This is an optimization exercise on Yosys and OpenROAD, whose aim is small area and a short achievable clock period, not a production implementation. RTL that was checked went through simulation tests only; none was proved equivalent to the original. Power is estimated from default activity; no workload was simulated.

Setup of nickel:
==> flow/design.v <==
module ksCarry #(parameter W = 32)(
	input [W-1:0] a, b,
	input cin,
	output cout
);
localparam L = $clog2(W + 1);
wire [W:0] g [0:L];
wire [W:0] p [0:L];
assign g[0] = {a & b, cin};
assign p[0] = {a | b, 1'b0};
genvar l, i;
generate
	for (l = 0; l < L; l = l + 1) begin: lv
		for (i = 0; i <= W; i = i + 1) begin: bt
			if (i >= (1 << l)) begin: m
				assign g[l+1][i] = g[l][i] | (p[l][i] & g[l][i - (1 << l)]);
				assign p[l+1][i] = p[l][i] & p[l][i - (1 << l)];
			end else begin: k
				assign g[l+1][i] = g[l][i];
				assign p[l+1][i] = p[l][i];
			end
		end
	end
endgenerate
assign cout = g[L][W];
endmodule
module ramOneHot #(parameter W = 32, parameter D = 64)(
	input clk,
	input [D-1:0] we,
	input [W-1:0] din,
	input [D-1:0] rsel,
	output [W-1:0] dout
);
wire [W-1:0] acc [0:D];
assign acc[0] = {W{1'b0}};
genvar i;
generate
	for (i = 0; i < D; i = i + 1) begin: word
		reg [W-1:0] m;
		always @(posedge clk) if (we[i]) m <= din;
		assign acc[i+1] = acc[i] | (m & {W{rsel[i]}});
	end
endgenerate
assign dout = acc[D];
endmodule
module ramOneHot2 #(parameter W = 32, parameter D = 32)(
	input clk,
	input [D-1:0] we,
	input [W-1:0] din,
	input [D-1:0] rsel1, rsel2,
	output [W-1:0] dout1, dout2
);
wire [W-1:0] acc1 [0:D];
wire [W-1:0] acc2 [0:D];
assign acc1[0] = {W{1'b0}};
assign acc2[0] = {W{1'b0}};
genvar i;
generate
	for (i = 0; i < D; i = i + 1) begin: word
		reg [W-1:0] m;
		always @(posedge clk) if (we[i]) m <= din;
		assign acc1[i+1] = acc1[i] | (m & {W{rsel1[i]}});
		assign acc2[i+1] = acc2[i] | (m & {W{rsel2[i]}});
	end
endgenerate
assign dout1 = acc1[D];
assign dout2 = acc2[D];
endmodule
module multiCycleDatapath #(parameter N = 32)(
	input [N-1:0] program_data, addr, init_PC,
	input pmode,
	input clk, reset,
	input SysCallAddr,
	output [1:0] flags,
	output wb_en,
	output [4:0] wb_addr,
	output [N-1:0] wb_data
);
function [3:0] encode;
	input [5:0] op;
	input [5:0] fn;
	begin
		if (op == 6'b000000) begin
			case (fn)
				6'b100000: encode = 4'b1000;
				6'b100010: encode = 4'b1001;
				6'b101010: encode = 4'b1010;
				6'b100100: encode = 4'b1011;
				6'b100110: encode = 4'b1101;
				6'b100111: encode = 4'b1110;
				6'b001000, 6'b001100: encode = 4'b1111;
				default: encode = 4'b1100;
			endcase
		end else begin
			case (op)
				6'b000001, 6'b000010, 6'b000011, 6'b000100, 6'b000101,
				6'b001111: encode = 4'b1111;
				6'b100011: encode = 4'b0111;
				6'b101011: encode = 4'b0001;
				6'b001000: encode = 4'b0000;
				6'b001010: encode = 4'b0010;
				6'b001100: encode = 4'b0011;
				6'b001101: encode = 4'b0110;
				6'b001110: encode = 4'b0101;
				default: encode = 4'b0100;
			endcase
		end
	end
endfunction
function [1:0] f0;
	input [N-1:0] p;
	begin
		f0[1] = (&p[31:2]) & ~p[1] & ~p[0];
		f0[0] = ~p[31] & (&p[30:2]);
	end
endfunction
function zsum;
	input [N-1:0] a, b;
	input cin;
	begin
		zsum = &(~(a ^ b ^ {a[N-2:0] | b[N-2:0], cin}));
	end
endfunction
function [7:0] dec3;
	input [2:0] a;
	begin
		dec3 = 8'd1 << a;
	end
endfunction
wire rst = reset & ~pmode;
reg S0, S1, S2, S3, S4, S5, S6, S7, S8;
reg [N-1:0] PC;
reg [29:0]  IR;             
reg [N-1:0] Xr, Yr;         
reg [7:0]   aLo, aHi;       
reg [31:1]  rsSel, rtSel;   
reg [7:0]   pcLo, pcHi;     
reg [1:0]   flags_r;
reg         wb_en_r;
reg [4:0]   wb_addr_r;
reg [N-1:0] wb_data_r;
reg         rfw_en;
reg [4:0]   rfw_addr;
reg [N-1:0] rfw_data;
assign flags   = flags_r;
assign wb_en   = wb_en_r;
assign wb_addr = wb_addr_r;
assign wb_data = wb_data_r;
wire [3:0]  cls = IR[29:26];
wire [4:0]  rs  = IR[25:21];
wire [4:0]  rt  = IR[20:16];
wire [4:0]  rd  = IR[15:11];
wire [15:0] imm = IR[15:0];
wire useY  = cls[3];
wire [2:0] k = cls[2:0];
wire isBR  = (cls == 4'b1111);
wire isMem = ~cls[3] & k[0] & (k[1] == k[2]);    
wire isSW  = (cls == 4'b0001);
wire sub   = (k == 3'b010) | (useY & (k == 3'b001)) | isBR;
wire [7:0] pmLo = dec3(addr[2:0]);
wire [7:0] pmHi = dec3(addr[5:3]) & {8{pmode}};
wire [29:0] pdin = {encode(program_data[31:26], program_data[5:0]), program_data[25:0]};
wire [63:0] ime;
genvar gi;
generate
	for (gi = 0; gi < 64; gi = gi + 1) begin: imwe
		assign ime[gi] = pmHi[gi / 8] & pmLo[gi % 8];
	end
endgenerate
wire [63:0] fa_dec;
generate
	for (gi = 0; gi < 64; gi = gi + 1) begin: fasel
		assign fa_dec[gi] = pcHi[gi / 8] & pcLo[gi % 8];
	end
endgenerate
wire [29:0] fetch;
ramOneHot #(30, 64) IMEM(.clk(clk), .we(ime), .din(pdin),
	.rsel(fa_dec), .dout(fetch));
wire [31:0] wa_dec = 32'd1 << rfw_addr;
wire [N-1:0] X, Y;
ramOneHot2 #(N, 31) RF(.clk(clk), .we(wa_dec[31:1] & {31{rfw_en}}), .din(rfw_data),
	.rsel1(rsSel), .rsel2(rtSel), .dout1(X), .dout2(Y));
wire [63:0] dsel;
generate
	for (gi = 0; gi < 64; gi = gi + 1) begin: dmsel
		assign dsel[gi] = aHi[gi / 8] & aLo[gi % 8];
	end
endgenerate
wire [N-1:0] dout;
ramOneHot #(N, 64) DMEM(.clk(clk), .we(dsel & {64{S6}}), .din(Yr),
	.rsel(dsel), .dout(dout));
wire [N-1:0] PCp4 = {PC[31:2] + 30'd1, PC[1:0]};
wire [N-1:0] bimm = {{14{fetch[15]}}, fetch[15:0], 2'b00};
wire zS1 = zsum(PCp4, bimm, 1'b0);
wire c18a;
ksCarry #(16) C18A(.a(PCp4[17:2]), .b(fetch[15:0]), .cin(1'b0), .cout(c18a));
wire c31a = fetch[15] ? (c18a | (|PCp4[30:18])) : (c18a & (&PCp4[30:18]));
wire oS1 = (PCp4[31] == fetch[15]) & (c31a ^ PCp4[31]);
wire [N-1:0] BF  = useY ? Y : {{16{imm[15]}}, imm};
wire [N-1:0] BFx = BF ^ {N{sub}};
wire c31e;
ksCarry #(31) C31E(.a(X[30:0]), .b(BFx[30:0]), .cin(sub), .cout(c31e));
wire zE = zsum(X, BFx, sub);
wire oE = (X[31] == BFx[31]) & (c31e ^ X[31]);
wire [N-1:0] B   = useY ? Yr : {{16{imm[15]}}, imm};
wire [N-1:0] Bx  = B ^ {N{sub}};
wire [N:0]   sR  = {Xr, 1'b1} + {Bx, sub};
wire [N-1:0] sum = sR[N:1];
wire oR  = (Xr[31] == Bx[31]) & (sum[31] ^ Xr[31]);
wire slt = sum[31] & ~oR;
reg [N-1:0] res;
always @(*) begin
	case (k)
		3'b000, 3'b001: res = sum;
		3'b010: res = {{N-1{1'b0}}, slt};
		3'b011: res = Xr & B;
		3'b100: res = {B[15:0], 16'b0};
		3'b101: res = Xr ^ B;
		default: res = useY ? ~(Xr | B) : (Xr | B);
	endcase
end
wire [4:0]  nrs = S0 ? fetch[25:21] : rs;
wire [4:0]  nrt = S0 ? fetch[20:16] : rt;
wire [31:0] nrs_dec = 32'd1 << nrs;
wire [31:0] nrt_dec = 32'd1 << nrt;
always @(posedge clk) begin
	if (rst) begin
		{S0, S1, S2, S3, S4, S5, S6, S7, S8} <= 9'b100000000;
	end else begin
		S0 <= S4 | S5 | S6 | S8;
		S1 <= S0;
		S2 <= S1 & isMem;
		S5 <= S1 & isBR;
		S7 <= S1 & ~isMem & ~isBR;
		S3 <= S2 & ~isSW;
		S6 <= S2 & isSW;
		S4 <= S3;
		S8 <= S7;
	end
	if (rst) PC <= init_PC;
	else if (S0) PC <= PCp4;
	if (rst) begin
		pcLo <= dec3(init_PC[4:2]);
		pcHi <= dec3(init_PC[7:5]);
	end else if (S0) begin
		pcLo <= {pcLo[6:0], pcLo[7]};
		if (pcLo[7]) pcHi <= {pcHi[6:0], pcHi[7]};
	end
	if (S0) IR <= fetch;
	rsSel <= nrs_dec[31:1];
	rtSel <= nrt_dec[31:1];
	Xr <= X;
	Yr <= Y;
	aLo <= dec3(sum[2:0]);
	aHi <= dec3(sum[5:3]);
	if (rst) flags_r <= f0(init_PC);
	else if (S0) flags_r <= {zS1, oS1};
	else if (S1) flags_r <= {zE, oE};
	else flags_r <= f0(PC);
	wb_en_r <= ~rst & (S3 | S7);
	wb_addr_r <= useY ? rd : rt;
	wb_data_r <= S3 ? dout : res;
	rfw_en   <= wb_en_r;
	rfw_addr <= wb_addr_r;
	rfw_data <= wb_data_r;
end
endmodule
export LEC_CHECK = 0
export CAP_MARGIN = 20
export CORE_MARGIN = 2
export CORE_UTILIZATION = 60
export CTS_BUF_LIST = sky130_fd_sc_hd__clkbuf_16
export CTS_CLUSTER_DIAMETER = 60
export CTS_CLUSTER_SIZE = 30
export SLEW_MARGIN = 20
export SYNTH_MEMORY_MAX_BITS = 8192
create_clock -name core_clock -period 17.5 [get_ports {clk}]
standard.sh (not shown) runs the stock make flow with config.mk's settings and CLKGATE_MAP_FILE= SYNTH_SCRIPT=/design/flow/synth_recipe.tcl, a recipe that flattens the netlist after the stock synthesis.
==> flow/flow/run.sh <==
#!/bin/bash
set -euo pipefail
bash standard.sh place > standard_place.log 2>&1
bash standard.sh SETUP_SLACK_MARGIN=13 finish > standard_finish.log 2>&1
The inputs of xenon differ from those of nickel as listed below.
--- a/flow/design.v
+++ b/flow/design.v
@@ -140,7 +140,6 @@
 reg [4:0]   wb_addr_r;
 reg [N-1:0] wb_data_r;
-reg         rfw_en;
-reg [4:0]   rfw_addr;
-reg [N-1:0] rfw_data;
+reg         rfw_en;         
+reg [N-1:0] rfw_data;       
 assign flags   = flags_r;
 assign wb_en   = wb_en_r;
@@ -158,7 +157,11 @@
 wire isSW  = (cls == 4'b0001);
 wire sub   = (k == 3'b010) | (useY & (k == 3'b001)) | isBR;
-wire [7:0] pmLo = dec3(addr[2:0]);
-wire [7:0] pmHi = dec3(addr[5:3]) & {8{pmode}};
-wire [29:0] pdin = {encode(program_data[31:26], program_data[5:0]), program_data[25:0]};
+reg [7:0]  pmLo, pmHi;
+reg [29:0] pdin;
+always @(posedge clk) begin
+	pmLo <= dec3(addr[2:0]);
+	pmHi <= dec3(addr[5:3]) & {8{pmode}};
+	pdin <= {encode(program_data[31:26], program_data[5:0]), program_data[25:0]};
+end
 wire [63:0] ime;
 genvar gi;
@@ -177,5 +180,5 @@
 ramOneHot #(30, 64) IMEM(.clk(clk), .we(ime), .din(pdin),
 	.rsel(fa_dec), .dout(fetch));
-wire [31:0] wa_dec = 32'd1 << rfw_addr;
+wire [31:0] wa_dec = 32'd1 << (useY ? rd : rt);    
 wire [N-1:0] X, Y;
 ramOneHot2 #(N, 31) RF(.clk(clk), .we(wa_dec[31:1] & {31{rfw_en}}), .din(rfw_data),
@@ -261,7 +264,6 @@
 	wb_addr_r <= useY ? rd : rt;
 	wb_data_r <= S3 ? dout : res;
-	rfw_en   <= wb_en_r;
-	rfw_addr <= wb_addr_r;
-	rfw_data <= wb_data_r;
+	rfw_en <= S4 | S8;
+	if (S3 | S7) rfw_data <= S3 ? dout : res;
 end
 endmodule
### Flow results
- Compared with nickel, in xenon sequential fraction of total cell area now larger, count of filler cells inserted in the layout went up by 813, fraction of the mapped netlist area in compound gates stayed essentially flat, fmax grew by 2.1%, sequential power held steady.
- Diff nickel -> xenon | floorplan die area | up slightly
- Proportion of synthesized chip area in sequential cells delta (nickel -> xenon): insignificant
- xenon gives more worst relative slew slack than nickel did.
- Going from nickel to xenon, post-synthesis to final-layout area growth shrinks by 2.3 points.
- [compare] base=nickel new=xenon: number of standard cells after synthesis barely changed; core box area climbed about 0.8%; worst hold slack after final layout climbed 0.040 ns.
- Final cell count without fillers | xenon below nickel
For nickel, only the layout was checked, not whether the RTL still works.

// multiCycleDatapath: RTL as listed in full above, without the edits since
export LEC_CHECK = 0
export CAP_MARGIN = 20
export CORE_MARGIN = 2
export CORE_UTILIZATION = 70
export CTS_BUF_LIST = sky130_fd_sc_hd__clkbuf_16
export CTS_CLUSTER_DIAMETER = 60
export CTS_CLUSTER_SIZE = 30
export SLEW_MARGIN = 20
export SYNTH_MEMORY_MAX_BITS = 8192
create_clock -name core_clock -period 17.5 [get_ports {clk}]
==> flow/flow/run.sh <==
#!/bin/bash
set -euo pipefail
bash standard.sh place > standard_place.log 2>&1
bash standard.sh SETUP_SLACK_MARGIN=12.8 TNS_END_PERCENT=10 finish > standard_finish.log 2>&1
Then changed:
--- a/flow/design.v
+++ b/flow/design.v
@@ -157,9 +157,13 @@
 wire isMem = ~cls[3] & k[0] & (k[1] == k[2]);    
 wire isSW  = (cls == 4'b0001);
 wire sub   = (k == 3'b010) | (useY & (k == 3'b001)) | isBR;
-wire [7:0] pmLo = dec3(addr[2:0]);
-wire [7:0] pmHi = dec3(addr[5:3]) & {8{pmode}};
-wire [29:0] pdin = {encode(program_data[31:26], program_data[5:0]), program_data[25:0]};
+reg [7:0]  pmLo, pmHi;
+reg [29:0] pdin;
+always @(posedge clk) begin
+	pmLo <= dec3(addr[2:0]);
+	pmHi <= dec3(addr[5:3]) & {8{pmode}};
+	pdin <= {encode(program_data[31:26], program_data[5:0]), program_data[25:0]};
+end
 wire [63:0] ime;
 genvar gi;
 generate
Global-route usage is lower by 1.1 points.
Setup slack loses 0.042 ns.
Register-to-register slack gets better by 0.34 ns.
Die area increases by 0.54%.
Sequential power barely changes.
First-iteration DRC count decreases by 6.2%.
Routed wire length is lower by 1.2%.
Sequential cell count is higher by 46.
Only the layout flow was run in the first run of this note; the RTL was not checked for function there.

run M:
Another version of the RTL of multiCycleDatapath (not shown whole).
Size: about 11000 cells after synthesis, roughly 5100 flip-flops, ~0.19 mm^2 of cells after synthesis.
==> module multiCycleDatapath, before the edit <==
module multiCycleDatapath #(parameter N = 32)(
	input [N-1:0] program_data, addr, init_PC,
	input pmode,
	input clk, reset,
	input SysCallAddr,
	output [1:0] flags,
	output wb_en,
	output [4:0] wb_addr,
	output [N-1:0] wb_data
);
function [3:0] encode;
	input [5:0] op;
	input [5:0] fn;
	begin
		if (op == 6'b000000) begin
			case (fn)
				6'b100000: encode = 4'b1000;
				6'b100010: encode = 4'b1001;
				6'b101010: encode = 4'b1010;
				6'b100100: encode = 4'b1011;
				6'b100110: encode = 4'b1101;
				6'b100111: encode = 4'b1110;
				6'b001000, 6'b001100: encode = 4'b1111;
				default: encode = 4'b1100;
			endcase
		end else begin
			case (op)
				6'b000001, 6'b000010, 6'b000011, 6'b000100, 6'b000101,
				6'b001111: encode = 4'b1111;
				6'b100011: encode = 4'b0111;
				6'b101011: encode = 4'b0001;
				6'b001000: encode = 4'b0000;
				6'b001010: encode = 4'b0010;
				6'b001100: encode = 4'b0011;
				6'b001101: encode = 4'b0110;
				6'b001110: encode = 4'b0101;
				default: encode = 4'b0100;
			endcase
		end
	end
endfunction
wire rst = reset & ~pmode;
reg S0, S1, S2, S3, S4, S5, S6, S7, S8;
reg [N-1:0] PC;
reg [24:0]  IR;             
reg [5:0]   addr_r;         
reg [1:0]   flags_r;
reg         wb_en_r;
reg [4:0]   wb_addr_r;
reg [N-1:0] wb_data_r;
assign flags   = flags_r;
assign wb_en   = wb_en_r;
assign wb_addr = wb_addr_r;
assign wb_data = wb_data_r;
wire [3:0]  cls = IR[24:21];
wire [4:0]  rt  = IR[20:16];
wire [4:0]  rd  = IR[15:11];
wire [15:0] imm = IR[15:0];
wire useY  = cls[3];
wire [2:0] k = cls[2:0];
wire isBR  = (cls == 4'b1111);
wire isMem = ~cls[3] & k[0] & (k[1] == k[2]);    
wire isSW  = (cls == 4'b0001);
wire sub   = (k == 3'b010) | (useY & (k == 3'b001)) | isBR;
wire [63:0] ia_dec = 64'd1 << addr[5:0];
wire [63:0] pc_dec = 64'd1 << PC[7:2];
wire [63:0] da_dec = 64'd1 << addr_r;
wire [31:0] wa_dec = 32'd1 << wb_addr_r;
wire [29:0] fetch;
ramOneHot #(30, 64) IMEM(.clk(clk), .we(ia_dec & {64{pmode}}),
	.din({encode(program_data[31:26], program_data[5:0]), program_data[25:0]}),
	.rsel(pc_dec), .dout(fetch));
wire [4:0]  ra = S0 ? fetch[25:21] : rt;
wire [31:0] ra_dec = 32'd1 << ra;
wire [N-1:0] rdata, Y, dout;
ramOneHot #(N, 31) RF(.clk(clk), .we(wa_dec[31:1] & {31{wb_en_r}}), .din(wb_data_r),
	.rsel(ra_dec[31:1]), .dout(rdata));
assign Y = rdata;
reg [N-1:0] X;
always @(posedge clk) if (S0) X <= rdata;
ramOneHot #(N, 64) DMEM(.clk(clk), .we(da_dec & {64{S6}}), .din(Yr),
	.rsel(da_dec), .dout(dout));
function [1:0] f0;
	input [N-1:0] p;
	begin
		f0[1] = (&p[31:2]) & ~p[1] & ~p[0];
		f0[0] = ~p[31] & (&p[30:2]);
	end
endfunction
function zsum;
	input [N-1:0] a, b;
	input cin;
	begin
		zsum = &(~(a ^ b ^ {a[N-2:0] | b[N-2:0], cin}));
	end
endfunction
wire [N-1:0] PCp4 = {PC[31:2] + 30'd1, PC[1:0]};
wire [N-1:0] bimm = {{14{fetch[15]}}, fetch[15:0], 2'b00};
wire [N-1:0] c31a = {1'b0, PCp4[30:0]} + {1'b0, bimm[30:0]};
wire zS1 = zsum(PCp4, bimm, 1'b0);
wire oS1 = (PCp4[31] == bimm[31]) & (c31a[31] ^ PCp4[31]);
wire [N-1:0] BF  = useY ? Y : {{16{imm[15]}}, imm};
wire [N-1:0] BFx = BF ^ {N{sub}};
wire [N:0]   sF  = {X, 1'b1} + {BFx, sub};
wire zE = zsum(X, BFx, sub);
wire oE = (X[31] == BFx[31]) & (sF[N] ^ X[31]);
reg [N-1:0] Yr;
always @(posedge clk) Yr <= Y;
wire [N-1:0] B   = useY ? Yr : {{16{imm[15]}}, imm};
wire [N-1:0] Bx  = B ^ {N{sub}};
wire [N:0]   sR  = {X, 1'b1} + {Bx, sub};
wire [N-1:0] sum = sR[N:1];
wire oR  = (X[31] == Bx[31]) & (sum[31] ^ X[31]);
wire slt = sum[31] & ~oR;
reg [N-1:0] res;
always @(*) begin
	case (k)
		3'b000, 3'b001: res = sum;
		3'b010: res = {{N-1{1'b0}}, slt};
		3'b011: res = X & B;
		3'b100: res = {B[15:0], 16'b0};
		3'b101: res = X ^ B;
		default: res = useY ? ~(X | B) : (X | B);
	endcase
end
always @(posedge clk) begin
	if (rst) begin
		{S0, S1, S2, S3, S4, S5, S6, S7, S8} <= 9'b100000000;
	end else begin
		S0 <= S4 | S5 | S6 | S8;
		S1 <= S0;
		S2 <= S1 & isMem;
		S5 <= S1 & isBR;
		S7 <= S1 & ~isMem & ~isBR;
		S3 <= S2 & ~isSW;
		S6 <= S2 & isSW;
		S4 <= S3;
		S8 <= S7;
	end
	if (rst) PC <= init_PC;
	else if (S0) PC <= PCp4;
	if (S0) IR <= {fetch[29:26], fetch[20:0]};
	addr_r <= sum[5:0];
	if (rst) flags_r <= f0(init_PC);
	else if (S0) flags_r <= {zS1, oS1};
	else if (S1) flags_r <= {zE, oE};
	else flags_r <= f0(PC);
	wb_en_r <= ~rst & (S3 | S7);
	wb_addr_r <= useY ? rd : rt;
	wb_data_r <= S3 ? dout : res;
end
endmodule
==> flow/config.mk <==
export PLATFORM = sky130hd
export DESIGN_NAME = multiCycleDatapath
export DESIGN_NICKNAME = multiCycleDatapath
export VERILOG_FILES = /design/flow/design.v
export SDC_FILE = /design/flow/constraint.sdc
export NUM_CORES = 8
export LEC_CHECK = 0
export CAP_MARGIN = 20
export CORE_MARGIN = 2
export CORE_UTILIZATION = 55
export CTS_BUF_LIST = sky130_fd_sc_hd__clkbuf_16
export CTS_CLUSTER_DIAMETER = 60
export CTS_CLUSTER_SIZE = 30
export SLEW_MARGIN = 20
export SYNTH_MEMORY_MAX_BITS = 8192
==> flow/constraint.sdc <==
create_clock -name core_clock -period 17.5 [get_ports {clk}]
set_input_delay 3.5000 -clock core_clock [delete_from_list [all_inputs] [get_ports {clk}]]
set_output_delay 3.5000 -clock core_clock [all_outputs]
set_load 0.01 [all_outputs]
==> flow/flow/run.sh <==
#!/bin/bash
# Standard ORFS layout, with repair_timing aiming at a setup slack margin so
# that the optimiser works on the real critical paths (the clock period and
# the SDC are the design's, unchanged).
set -euo pipefail
bash standard.sh SETUP_SLACK_MARGIN=12.5 finish > standard_flow.log 2>&1
The inputs of run B differ from those of run M as listed below.
-- flow/design.v --
<<< run M, line 83
wire sub   = (k == 3'b010) | (useY & (k == 3'b001)) | isBR;
wire [63:0] ia_dec = 64'd1 << addr[5:0];
wire [63:0] pc_dec = 64'd1 << PC[7:2];
wire [63:0] da_dec = 64'd1 << addr_r;
wire [31:0] wa_dec = 32'd1 << wb_addr_r;
>>> run B, line 83
wire sub   = (k == 3'b010) | (useY & (k == 3'b001)) | isBR;
wire [63:0] ia_dec = 64'd1 << addr[5:0];
wire [5:0]  fa     = reset ? init_PC[7:2] : PC[7:2];
wire [63:0] fa_dec = 64'd1 << fa;
wire [63:0] da_dec = 64'd1 << addr_r;
wire [31:0] wa_dec = 32'd1 << wb_addr_r;
<<< run M, line 89
ramOneHot #(30, 64) IMEM(.clk(clk), .we(ia_dec & {64{pmode}}),
	.din({encode(program_data[31:26], program_data[5:0]), program_data[25:0]}),
	.rsel(pc_dec), .dout(fetch));
wire [4:0]  ra = S0 ? fetch[25:21] : rt;
wire [31:0] ra_dec = 32'd1 << ra;
wire [N-1:0] rdata, Y, dout;
>>> run B, line 90
ramOneHot #(30, 64) IMEM(.clk(clk), .we(ia_dec & {64{pmode}}),
	.din({encode(program_data[31:26], program_data[5:0]), program_data[25:0]}),
	.rsel(fa_dec), .dout(fetch));
reg [29:0] NIR;             
always @(posedge clk) NIR <= fetch;
wire [4:0]  ra = S0 ? NIR[25:21] : rt;
wire [31:0] ra_dec = 32'd1 << ra;
wire [N-1:0] rdata, Y, dout;
<<< run M, line 115
endfunction
wire [N-1:0] PCp4 = {PC[31:2] + 30'd1, PC[1:0]};
wire [N-1:0] bimm = {{14{fetch[15]}}, fetch[15:0], 2'b00};
wire [N-1:0] c31a = {1'b0, PCp4[30:0]} + {1'b0, bimm[30:0]};
wire zS1 = zsum(PCp4, bimm, 1'b0);
>>> run B, line 118
endfunction
wire [N-1:0] PCp4 = {PC[31:2] + 30'd1, PC[1:0]};
wire [N-1:0] bimm = {{14{NIR[15]}}, NIR[15:0], 2'b00};
wire [N-1:0] c31a = {1'b0, PCp4[30:0]} + {1'b0, bimm[30:0]};
wire zS1 = zsum(PCp4, bimm, 1'b0);
<<< run M, line 159
	if (rst) PC <= init_PC;
	else if (S0) PC <= PCp4;
	if (S0) IR <= {fetch[29:26], fetch[20:0]};
	addr_r <= sum[5:0];
	if (rst) flags_r <= f0(init_PC);
>>> run B, line 162
	if (rst) PC <= init_PC;
	else if (S0) PC <= PCp4;
	if (S0) IR <= {NIR[29:26], NIR[20:0]};
	addr_r <= sum[5:0];
	if (rst) flags_r <= f0(init_PC);
==> comparison <==
Between run M and run B, the flow reports final design instance area without fill increasing slightly. Run B did not stop at any stage, and its layout met the timing, design-rule and antenna checks. Across both runs, worst hold slack was lower for run B than for run M. The higher cell total after placement of run B and run M is in run M. The via count in run B was higher than what run M gave. Run M → run B: met1 track utilization from global routing now sits higher, power dropped 10%, synthesized net count went down, clock skew saw an increase.
Function not checked in run M: the RTL went through the layout flow alone.

==> separate check: timing with driven ports <==
In the flow no input, the clock included, has a driving cell. The finished layouts below were timed again as built, in two steps.
Step 1: set_driving_cell puts a clkbuf_16 on clk and a buf_2 on each other input, an assumption about the parent block.
Step 2 adds t to the input delays and takes it off the output delays; t is the mean of the earliest and latest rising clock arrival at the registers after step 1. Input paths then give back, and output paths get back, about the clock's delay inside the block.
Slacks: ideal ports / drivers / drivers and shift; pairs: ideal ports / drivers.
run	t (ns)	setup WS [ns]	worst slew at a driven data input, ns
nickel	1.120	12.310 / 12.198 / 11.875	0.40
xenon	1.128	12.418 / 12.292 / 11.888	0.08
the first run of note 2	1.077	12.262 / 12.173 / 11.278	0.27
the second run of note 2	1.103	12.220 / 12.225 / 11.176	0.20
run M	1.113	9.954 / 9.954 / 9.954	0.15
run B	1.144	12.093 / 12.093 / 11.030	0.40
After both steps setup and hold are still met in every run listed. The setup slack of run B, which loses most, moves by 0.000 ns with the drivers and by -1.063 ns with both steps.
